What follows belongs to an exercise in optimizing a design on an open flow for small area, a short achievable clock period and few clock cycles per item; a production flow would make more cautious choices.
Power is estimated from default activity; no workload was simulated.

## the baseline
==> flow/design.v <==
module cmpsub #(parameter W=32) (input [W-1:0] a, input [W-1:0] b, output [W-1:0] d, output c);
wire [W-1:0] p = a ^ ~b;
wire [W-1:0] g0 = a & ~b;
wire G_0_0 = g0[0] | p[0];
wire ng1 = g0[1] | (p[1] & G_0_0);
wire ng2 = g0[3] | (p[3] & g0[2]);
wire np2 = p[3] & p[2];
wire ng3 = g0[5] | (p[5] & g0[4]);
wire np3 = p[5] & p[4];
wire ng4 = g0[7] | (p[7] & g0[6]);
wire np4 = p[7] & p[6];
wire ng5 = g0[9] | (p[9] & g0[8]);
wire np5 = p[9] & p[8];
wire ng6 = g0[11] | (p[11] & g0[10]);
wire np6 = p[11] & p[10];
wire ng7 = g0[13] | (p[13] & g0[12]);
wire np7 = p[13] & p[12];
wire ng8 = g0[15] | (p[15] & g0[14]);
wire np8 = p[15] & p[14];
wire ng9 = g0[17] | (p[17] & g0[16]);
wire np9 = p[17] & p[16];
wire ng10 = g0[19] | (p[19] & g0[18]);
wire np10 = p[19] & p[18];
wire ng11 = g0[21] | (p[21] & g0[20]);
wire np11 = p[21] & p[20];
wire ng12 = g0[23] | (p[23] & g0[22]);
wire np12 = p[23] & p[22];
wire ng13 = g0[25] | (p[25] & g0[24]);
wire np13 = p[25] & p[24];
wire ng14 = g0[27] | (p[27] & g0[26]);
wire np14 = p[27] & p[26];
wire ng15 = g0[29] | (p[29] & g0[28]);
wire np15 = p[29] & p[28];
wire ng16 = g0[31] | (p[31] & g0[30]);
wire np16 = p[31] & p[30];
wire ng17 = ng2 | (np2 & ng1);
wire ng18 = ng4 | (np4 & ng3);
wire np18 = np4 & np3;
wire ng19 = ng6 | (np6 & ng5);
wire np19 = np6 & np5;
wire ng20 = ng8 | (np8 & ng7);
wire np20 = np8 & np7;
wire ng21 = ng10 | (np10 & ng9);
wire np21 = np10 & np9;
wire ng22 = ng12 | (np12 & ng11);
wire np22 = np12 & np11;
wire ng23 = ng14 | (np14 & ng13);
wire np23 = np14 & np13;
wire ng24 = ng16 | (np16 & ng15);
wire np24 = np16 & np15;
wire ng25 = ng18 | (np18 & ng17);
wire ng26 = ng20 | (np20 & ng19);
wire np26 = np20 & np19;
wire ng27 = ng22 | (np22 & ng21);
wire np27 = np22 & np21;
wire ng28 = ng24 | (np24 & ng23);
wire np28 = np24 & np23;
wire ng29 = ng26 | (np26 & ng25);
wire ng30 = ng28 | (np28 & ng27);
wire np30 = np28 & np27;
wire ng31 = ng30 | (np30 & ng29);
wire ng32 = ng27 | (np27 & ng29);
wire ng33 = ng19 | (np19 & ng25);
wire ng34 = ng21 | (np21 & ng29);
wire ng35 = ng23 | (np23 & ng32);
wire ng36 = ng3 | (np3 & ng17);
wire ng37 = ng5 | (np5 & ng25);
wire ng38 = ng7 | (np7 & ng33);
wire ng39 = ng9 | (np9 & ng29);
wire ng40 = ng11 | (np11 & ng34);
wire ng41 = ng13 | (np13 & ng32);
wire ng42 = ng15 | (np15 & ng35);
wire ng43 = g0[2] | (p[2] & ng1);
wire ng44 = g0[4] | (p[4] & ng17);
wire ng45 = g0[6] | (p[6] & ng36);
wire ng46 = g0[8] | (p[8] & ng25);
wire ng47 = g0[10] | (p[10] & ng37);
wire ng48 = g0[12] | (p[12] & ng33);
wire ng49 = g0[14] | (p[14] & ng38);
wire ng50 = g0[16] | (p[16] & ng29);
wire ng51 = g0[18] | (p[18] & ng39);
wire ng52 = g0[20] | (p[20] & ng34);
wire ng53 = g0[22] | (p[22] & ng40);
wire ng54 = g0[24] | (p[24] & ng32);
wire ng55 = g0[26] | (p[26] & ng41);
wire ng56 = g0[28] | (p[28] & ng35);
wire ng57 = g0[30] | (p[30] & ng42);
assign d[0] = ~p[0];
assign d[1] = p[1] ^ G_0_0;
assign d[2] = p[2] ^ ng1;
assign d[3] = p[3] ^ ng43;
assign d[4] = p[4] ^ ng17;
assign d[5] = p[5] ^ ng44;
assign d[6] = p[6] ^ ng36;
assign d[7] = p[7] ^ ng45;
assign d[8] = p[8] ^ ng25;
assign d[9] = p[9] ^ ng46;
assign d[10] = p[10] ^ ng37;
assign d[11] = p[11] ^ ng47;
assign d[12] = p[12] ^ ng33;
assign d[13] = p[13] ^ ng48;
assign d[14] = p[14] ^ ng38;
assign d[15] = p[15] ^ ng49;
assign d[16] = p[16] ^ ng29;
assign d[17] = p[17] ^ ng50;
assign d[18] = p[18] ^ ng39;
assign d[19] = p[19] ^ ng51;
assign d[20] = p[20] ^ ng34;
assign d[21] = p[21] ^ ng52;
assign d[22] = p[22] ^ ng40;
assign d[23] = p[23] ^ ng53;
assign d[24] = p[24] ^ ng32;
assign d[25] = p[25] ^ ng54;
assign d[26] = p[26] ^ ng41;
assign d[27] = p[27] ^ ng55;
assign d[28] = p[28] ^ ng35;
assign d[29] = p[29] ^ ng56;
assign d[30] = p[30] ^ ng42;
assign d[31] = p[31] ^ ng57;
assign c = ng31;
endmodule
module vector_divider #(
    parameter RAM_SIZE = 10,
    parameter N = 5,
    parameter NBITS = 32
)(
    input clock,
    input reset,
    output [RAM_SIZE-1:0] Addr,
    output [NBITS-1:0] Wdata,
    input [NBITS-1:0] Rdata,
    input [RAM_SIZE-1:0] Ndata,
    output Wenable,
    input startvd,
    output reg busyvd
);
localparam RX = 4;            
localparam XW = 32 + RX;      
localparam [3:0] IDLE = 4'b1000,
                 P1   = 4'b1001,    
                 P2   = 4'b1010,    
                 E    = 4'b1011,    
                 C1   = 4'b0000,    
                 C2   = 4'b1100,    
                 W1   = 4'b1101,    
                 D1   = 4'b0100,    
                 W2   = 4'b0101;    
reg [3:0] state, nstate;
reg first;
reg [8:0] h;
reg [31:0] R, Q;
reg [XW-1:0] X;
reg [5:0] j;
wire [31:0] diff;
wire nb;
cmpsub #(.W(32)) u_sub (.a(R), .b(X[31:0]), .d(diff), .c(nb));
wire ge = nb & ~|X[XW-1:32];
wire ph1 = (state == D1) | (state == P1);
wire shl = ge & ~j[5];                  
wire [8:0] h1 = h + 9'd1;
wire last = (h1 == Ndata[8:0]);         
wire done2 = (j == 6'd0);
wire xld = (state == C1);
wire xsl = ~xld & ph1 & shl;
wire xsr = ~xld & ~(ph1 & shl);
wire alo = state[3];
wire we = state[2];
assign Addr = {we ? h : h1, alo};
assign Wdata = alo ? R : Q;
assign Wenable = we & ~first;
always @(*) begin
    nstate = state;
    case (state)
        IDLE: if (startvd) nstate = C1;
        C1:   nstate = C2;
        C2:   nstate = D1;
        D1:   nstate = shl ? P1 : E;
        P1:   if (!shl) nstate = P2;
        P2:   if (done2) nstate = last ? W1 : C1;
        E:    nstate = last ? W1 : C1;
        W1:   nstate = W2;
        W2:   nstate = IDLE;
        default: nstate = IDLE;
    endcase
end
always @(posedge clock) begin
    if (reset) begin
        state <= IDLE;
        h <= 9'h1ff;
        first <= 1'b0;
        busyvd <= 1'b0;
    end else begin
        state <= nstate;
        busyvd <= (nstate != IDLE);
        if (state == IDLE && startvd)
            first <= 1'b1;
        if (state == D1) begin
            h <= h1;
            first <= 1'b0;
        end
        if (state == W2)
            h <= 9'h1ff;
    end
end
always @(posedge clock) begin
    X <= ({XW{xld}} & {{RX-1{1'b0}}, Rdata, 1'b0})
       | ({XW{xsl}} & {X[XW-1-RX:0], {RX{1'b0}}})
       | ({XW{xsr}} & {1'b0, X[XW-1:1]});
    if (state == C2)
        R <= Rdata;
    else if (state == P2 && ge)
        R <= diff;
    if (state == D1)
        Q <= 32'd0;
    else if (state == P2)
        Q <= {Q[30:0], ge};
    if (state == C1)
        j <= 6'd1;
    else if (ph1 && shl)
        j <= j + RX;
    else
        j <= j - 6'd1;
end
endmodule
export LEC_CHECK = 0
export CAP_MARGIN = 20
export CORE_MARGIN = 2
export CORE_UTILIZATION = 40
export CTS_BUF_LIST = sky130_fd_sc_hd__clkbuf_8
export SETUP_SLACK_MARGIN = 1.3
export SLEW_MARGIN = 20
create_clock -name core_clock -period 4.5 [get_ports {clock}]
standard.sh (not shown) runs the stock make flow with config.mk's settings and CLKGATE_MAP_FILE= SYNTH_SCRIPT=/design/flow/synth_recipe.tcl, a recipe that flattens the netlist after the stock synthesis.
==> flow/flow/run.sh <==
#!/bin/bash
cd "$(dirname "$0")/.."
export BUFFER_PORTS_ARGS="-buffer_cell sky130_fd_sc_hd__buf_1"
export CTS_ARGS="-sink_clustering_enable -repair_clock_nets -root_buf sky130_fd_sc_hd__clkbuf_8 -buf_list sky130_fd_sc_hd__clkbuf_4 -dont_use_dummy_load"
bash standard.sh > standard_run.log 2>&1
For the candidate, these inputs were changed with respect to the baseline:
diff --git a/flow/design.v b/flow/design.v
--- a/flow/design.v
+++ b/flow/design.v
@@ -157,21 +157,18 @@
 wire ge = nb & ~|X[XW-1:32];
 wire ph1 = (state == D1) | (state == P1);
 wire shl = ge & ~j[5];                  
-wire [8:0] h1 = h + 9'd1;
-wire last = (h1 == Ndata[8:0]);         
+wire [8:0] hd = h - 9'd1;
+wire last = (h == 9'd0);                
 wire done2 = (j == 6'd0);
-wire xld = (state == C1);
-wire xsl = ~xld & ph1 & shl;
-wire xsr = ~xld & ~(ph1 & shl);
 wire alo = state[3];
 wire we = state[2];
-assign Addr = {we ? h : h1, alo};
+assign Addr = {we ? h : hd, alo};
 assign Wdata = alo ? R : Q;
 assign Wenable = we & ~first;
 always @(*) begin
     nstate = state;
     case (state)
-        IDLE: if (startvd) nstate = C1;
+        IDLE: if (startvd) nstate = E;
         C1:   nstate = C2;
         C2:   nstate = D1;
         D1:   nstate = shl ? P1 : E;
@@ -186,26 +183,28 @@
 always @(posedge clock) begin
     if (reset) begin
         state <= IDLE;
-        h <= 9'h1ff;
         first <= 1'b0;
         busyvd <= 1'b0;
     end else begin
         state <= nstate;
         busyvd <= (nstate != IDLE);
-        if (state == IDLE && startvd)
+        if (state == IDLE) begin
+            h <= Ndata[8:0];
             first <= 1'b1;
+        end
         if (state == D1) begin
-            h <= h1;
+            h <= hd;
             first <= 1'b0;
         end
-        if (state == W2)
-            h <= 9'h1ff;
     end
 end
 always @(posedge clock) begin
-    X <= ({XW{xld}} & {{RX-1{1'b0}}, Rdata, 1'b0})
-       | ({XW{xsl}} & {X[XW-1-RX:0], {RX{1'b0}}})
-       | ({XW{xsr}} & {1'b0, X[XW-1:1]});
+    if (state == C1)
+        X <= {{RX-1{1'b0}}, Rdata, 1'b0};
+    else if (ph1 && shl)
+        X <= {X[XW-1-RX:0], {RX{1'b0}}};
+    else
+        X <= {1'b0, X[XW-1:1]};
     if (state == C2)
         R <= Rdata;
     else if (state == P2 && ge)
==> comparison <==
Timing, DRC, antenna: 0 failures across the candidate and the baseline. From the baseline to the candidate, number of failing setup endpoints in the final timing report did not move at all. On worst path buffer plus inverter count, the lower figure sits with the baseline, not the candidate. The count of different cell masters after synthesis in the baseline is 1.08 times that in the candidate. Taking the baseline over the candidate, the worst-case vdd ir drop ratio works out to 0.870. The baseline has a lower wire length of the first global-routing pass than the candidate. On number of buffers on the longest clock path, the candidate and the baseline are basically level. Run comparison: the candidate start point of the critical path h[0]$_DFFE_PP_; the baseline start point of the critical path R[0]$_DFFE_PP_.
Function was not checked in any run of this note: the RTL went through the layout flow alone.

afterwards: timing with drivers on the ports:
No port has a modelled driver above. Below, the same layouts with a new extraction and two added sets of constraints.
Step 1, drivers: a clkbuf_16 drives clock and a buf_2 each remaining input, both assumed.
Step 2 moves the port delays by t, midway between the first and last clock arrival at a register: inputs arrive t later, outputs are due t later. That takes back most of the time a late clock gives input paths.
Slacks: ideal / step 1 / step 2; pairs: ideal / step 1.
| run | t, ns | setup WS [ns] | worst setup path after step 2 | clock arrival spread, ns | worst data-port slew with drivers (ns) |
|---|---|---|---|---|---|
| the baseline | 0.456 | 1.300 / 1.300 / 1.300 | register to register | 0.033 / 0.032 | 0.04 |
| the candidate | 0.442 | 1.339 / 1.305 / 1.392 | register to register | 0.025 / 0.025 | 0.06 |
After both steps setup and hold are still met in every run listed.
